From an optimization exercise on the open Yosys and OpenROAD flow, aimed at small area, a short achievable clock period and few clock cycles per item; shortcuts taken in it are not production practice.
Only simulation tests tie the RTL to the original design; equivalence was not proved.

// ebpc_decoder
module ebpc_decoder
  (
   input logic                     clk_i,
   input logic                     rst_ni,
   input logic [DATA_W-1:0]        bpc_i,
   input logic                     bpc_last_i,
   input logic                     bpc_vld_i,
   output logic                    bpc_rdy_o,
   input logic [DATA_W-1:0]        znz_i,
   input logic                     znz_last_i,
   input logic                     znz_vld_i,
   output logic                    znz_rdy_o,
   input logic [LOG_MAX_WORDS-1:0] num_words_i,
   input logic                     num_words_vld_i,
   output logic                    num_words_rdy_o,
   output logic [DATA_W-1:0]       data_o,
   output logic                    last_o,
   output logic                    vld_o,
   input logic                     rdy_i
   );
==> flow/config.mk <==
export PLATFORM = sky130hd
export DESIGN_NAME = ebpc_decoder
export DESIGN_NICKNAME = ebpc_decoder
export VERILOG_FILES = /design/flow/design.v
export SDC_FILE = /design/flow/constraint.sdc
export NUM_CORES = 4
export LEC_CHECK = 0
export CAP_MARGIN = 20
export CORE_MARGIN = 2
export CORE_UTILIZATION = 40
export CTS_CLUSTER_DIAMETER = 100
export CTS_CLUSTER_SIZE = 20
export PLACE_DENSITY = 0.6
export SLEW_MARGIN = 20
==> flow/constraint.sdc <==
create_clock -name core_clock -period 12.0 [get_ports {clk_i}]
set_input_delay 2.4000 -clock core_clock [delete_from_list [all_inputs] [get_ports {clk_i}]]
set_output_delay 2.4000 -clock core_clock [all_outputs]
set_load 0.01 [all_outputs]
standard.sh (not shown) runs the stock make flow with config.mk's settings and CLKGATE_MAP_FILE= SYNTH_SCRIPT=/design/flow/synth_recipe.tcl, a recipe that flattens the netlist after the stock synthesis.
==> flow/flow/run.sh <==
#!/bin/bash
# Standard ORFS layout with timing repair aiming for extra setup slack and
# plain buffers on the ports (the clock period and constraints are unchanged).
set -euo pipefail
bash standard.sh SETUP_SLACK_MARGIN=8.4 'BUFFER_PORTS_ARGS=-buffer_cell sky130_fd_sc_hd__buf_2' finish > standard_flow.log 2>&1
The first run completed without violations.
Testbench counts at the start, summed over its fixed seeds: cycles 29,214, words 28,155.
Next try:
Settings changed: CTS_CLUSTER_DIAMETER 100 to 130, CTS_CLUSTER_SIZE 20 to 30.
Outcome: Design area goes down by 1.1%. Critical path depth does not change. Wire length came out lower by 1.1%. Non-clock buffer count stays the same. Setup slack improves by 0.0084 ns. Global-route usage went down by 0.19 points. Maximum frequency hardly moves. Synthesized cell count does not change. Cell count drops by 0.59%.
Next try:
Settings changed: CTS_CLUSTER_DIAMETER 130 to 120, CTS_CLUSTER_SIZE 30 to 25.
What happened:
- The new run finished with timing, DRC and antenna clean
- cell area goes up slightly
- wire length goes up slightly
- global-route usage stays flat
- clock skew goes down by 0.0056 ns
- sequential share of layout area goes down by 0.25 points

* * *

Another version of the RTL of ebpc_decoder (not shown whole).
Size: ~61 I/O pins, about 0.014 mm^2 of cells after synthesis.
export LEC_CHECK = 0
export CAP_MARGIN = 20
export CORE_MARGIN = 2
export CORE_UTILIZATION = 40
export PLACE_DENSITY = 0.6
export SLEW_MARGIN = 20
create_clock -name core_clock -period 12.0 [get_ports {clk_i}]
Scripts as last shown in full above: flow/flow/run.sh
The starting point went through all stages and came out clean.
Testbench counts at the start, summed over its fixed seeds: cycles 29,214, words 28,155.
Edit:
==> flow/flow/run.sh (replaced) <==
#!/bin/bash
# Standard ORFS layout with timing repair aiming for extra setup slack and
# plain buffers on the ports (the clock period and constraints are unchanged).
set -euo pipefail
bash standard.sh SETUP_SLACK_MARGIN=8 'BUFFER_PORTS_ARGS=-buffer_cell sky130_fd_sc_hd__buf_2' finish > standard_flow.log 2>&1
Settings changed: CTS_CLUSTER_SIZE from default to 30.
Outcome:
- core utilization decreases by 0.36 points
- global-route usage decreases by 0.29 points
- register-to-register slack degrades by 0.37 ns

* * *

== job 4953 ==
Another version of the RTL of ebpc_decoder (not shown whole).
For scale: about 1000 cells after synthesis, about 260 flip-flops, roughly 61 I/O pins.
clock: 12.0 ns
lec_check: 0
cap_margin: 20
core_margin: 2
core_utilization: 40
cts_cluster_diameter: 120
cts_cluster_size: 25
place_density: 0.6
slew_margin: 20
run.sh (not shown) runs the stock make flow with config.mk's settings and CLKGATE_MAP_FILE= SYNTH_SCRIPT=/design/flow/synth_recipe.tcl, a recipe that flattens the netlist after the stock synthesis.
Stock flow here: none of the scripts above is used.
Testbench counts of job 4953, summed over its fixed seeds: cycles 29,214, words 28,155.
For job 5028, these inputs were changed with respect to job 4953:
==> flow/flow/run.sh (new file) <==
#!/bin/bash
# Standard ORFS layout with timing repair aiming for extra setup slack and
# plain buffers on the ports (the clock period and constraints are unchanged).
set -euo pipefail
bash standard.sh SETUP_SLACK_MARGIN=8.4 'BUFFER_PORTS_ARGS=-buffer_cell sky130_fd_sc_hd__buf_2' finish > standard_flow.log 2>&1
==> flow/standard.sh (new file) <==
#!/bin/bash
# synth_recipe.tcl (not shown) runs the flow's synth.tcl, then flattens the netlist and writes it again
# the make line also repeats each setting of config.mk as NAME=value (left out here)
make -C /OpenROAD-flow-scripts/flow DESIGN_CONFIG=/design/flow/config.mk WORK_HOME=/design/flow/orfs CLKGATE_MAP_FILE= SYNTH_SCRIPT=/design/flow/synth_recipe.tcl "${@:-finish}"
removed: flow/run.sh
==> results.txt <==
| register clock-pin slew on the reported worst setup and hold paths | job 4953 vs job 5028 | ≈ equal |. | wire length | lower: job 4953 |. Sort job 4953 and job 5028 by register-to-register slack, ascending, and job 4953 comes first. Comparing job 4953 and job 5028, the lower signed area change from the synthesized netlist to the final layout is on job 5028. Diff job 4953..job 5028 | global-route met3 utilization | negligible. Taking job 4953 as the reference, in job 5028 first-pass GRT wire length level; count of vias placed by the detailed router moved up; minimum setup slack in the final design picked up an extra 1.05 ns; share of cell area taken by flip-flops and latches rose by 0.37 points.
### job 5028 -> job 3630
-- flow/flow/run.sh --
<<< job 5028, line 5
bash standard.sh SETUP_SLACK_MARGIN=8.4 'BUFFER_PORTS_ARGS=-buffer_cell sky130_fd_sc_hd__buf_2' finish > standard_flow.log 2>&1
>>> job 3630, line 5
bash standard.sh SETUP_SLACK_MARGIN=8.55 'BUFFER_PORTS_ARGS=-buffer_cell sky130_fd_sc_hd__buf_2' finish > standard_flow.log 2>&1
## What came out
Compared with job 5028, placement density in the core of job 3630 is higher. Diff job 5028 -> job 3630: final standard cell area without fillers climbed 1.8%, cell count now sits higher.
Input-level comparison between job 7052 and job 3630:
Settings: CTS_CLUSTER_DIAMETER: 120 -> 100; CTS_CLUSTER_SIZE: 25 -> 20.
-- flow/flow/run.sh --
<<< job 3630, line 5
bash standard.sh SETUP_SLACK_MARGIN=8.55 'BUFFER_PORTS_ARGS=-buffer_cell sky130_fd_sc_hd__buf_2' finish > standard_flow.log 2>&1
>>> job 7052, line 5
bash standard.sh SETUP_SLACK_MARGIN=8.4 'BUFFER_PORTS_ARGS=-buffer_cell sky130_fd_sc_hd__buf_2' finish > standard_flow.log 2>&1
From job 7052 to job 3630, remaining global-route overflow did not move at all. Job 7052 reports its worst setup path endpoint as znz_rdy_o while job 3630 reports data_o[5].

separate check: timing with driven ports:
How much do the figures lean on ideal ports? The routed layouts below were timed once more, with nothing changed but the port constraints.
Step 1: set_driving_cell puts a clkbuf_16 on clk_i and a buf_2 on each other input, an assumption about the parent block.
Step 2 moves the port delays by t, midway between the first and last clock arrival at a register: inputs arrive t later, outputs are due t later. That takes back most of the time a late clock gives input paths.
a / b / c = ideal / step 1 / step 2; a / b = the first two.
run | shift t [ns] | setup slack, ns | worst hold slack (ns)
the first run of note 1 | 0.538 | 8.499 / 8.455 / 8.070 | 0.418 / 0.418 / 0.418
the second run of note 1 | 0.522 | 8.508 / 8.463 / 8.069 | 0.423 / 0.423 / 0.423
the third run of note 1 | 0.532 | 8.504 / 8.460 / 8.078 | 0.419 / 0.419 / 0.419
the first run of note 2 | 0.595 | 8.405 / 8.356 / 7.996 | 0.417 / 0.417 / 0.417
the second run of note 2 | 0.586 | 8.272 / 8.272 / 7.943 | 0.411 / 0.411 / 0.411
job 4953 | 0.530 | 7.444 / 7.461 / 6.931 | 0.421 / 0.421 / 0.421
job 5028 | 0.535 | 8.494 / 8.444 / 8.009 | 0.416 / 0.416 / 0.416
job 3630 | 0.530 | 8.510 / 8.463 / 8.140 | 0.422 / 0.422 / 0.422
job 7052 | 0.536 | 8.472 / 8.423 / 8.009 | 0.416 / 0.416 / 0.416
After both steps setup and hold are still met in every run listed. For job 4953, which loses most, drivers alone change the setup slack by +0.017 ns; drivers and shift together by -0.513 ns.
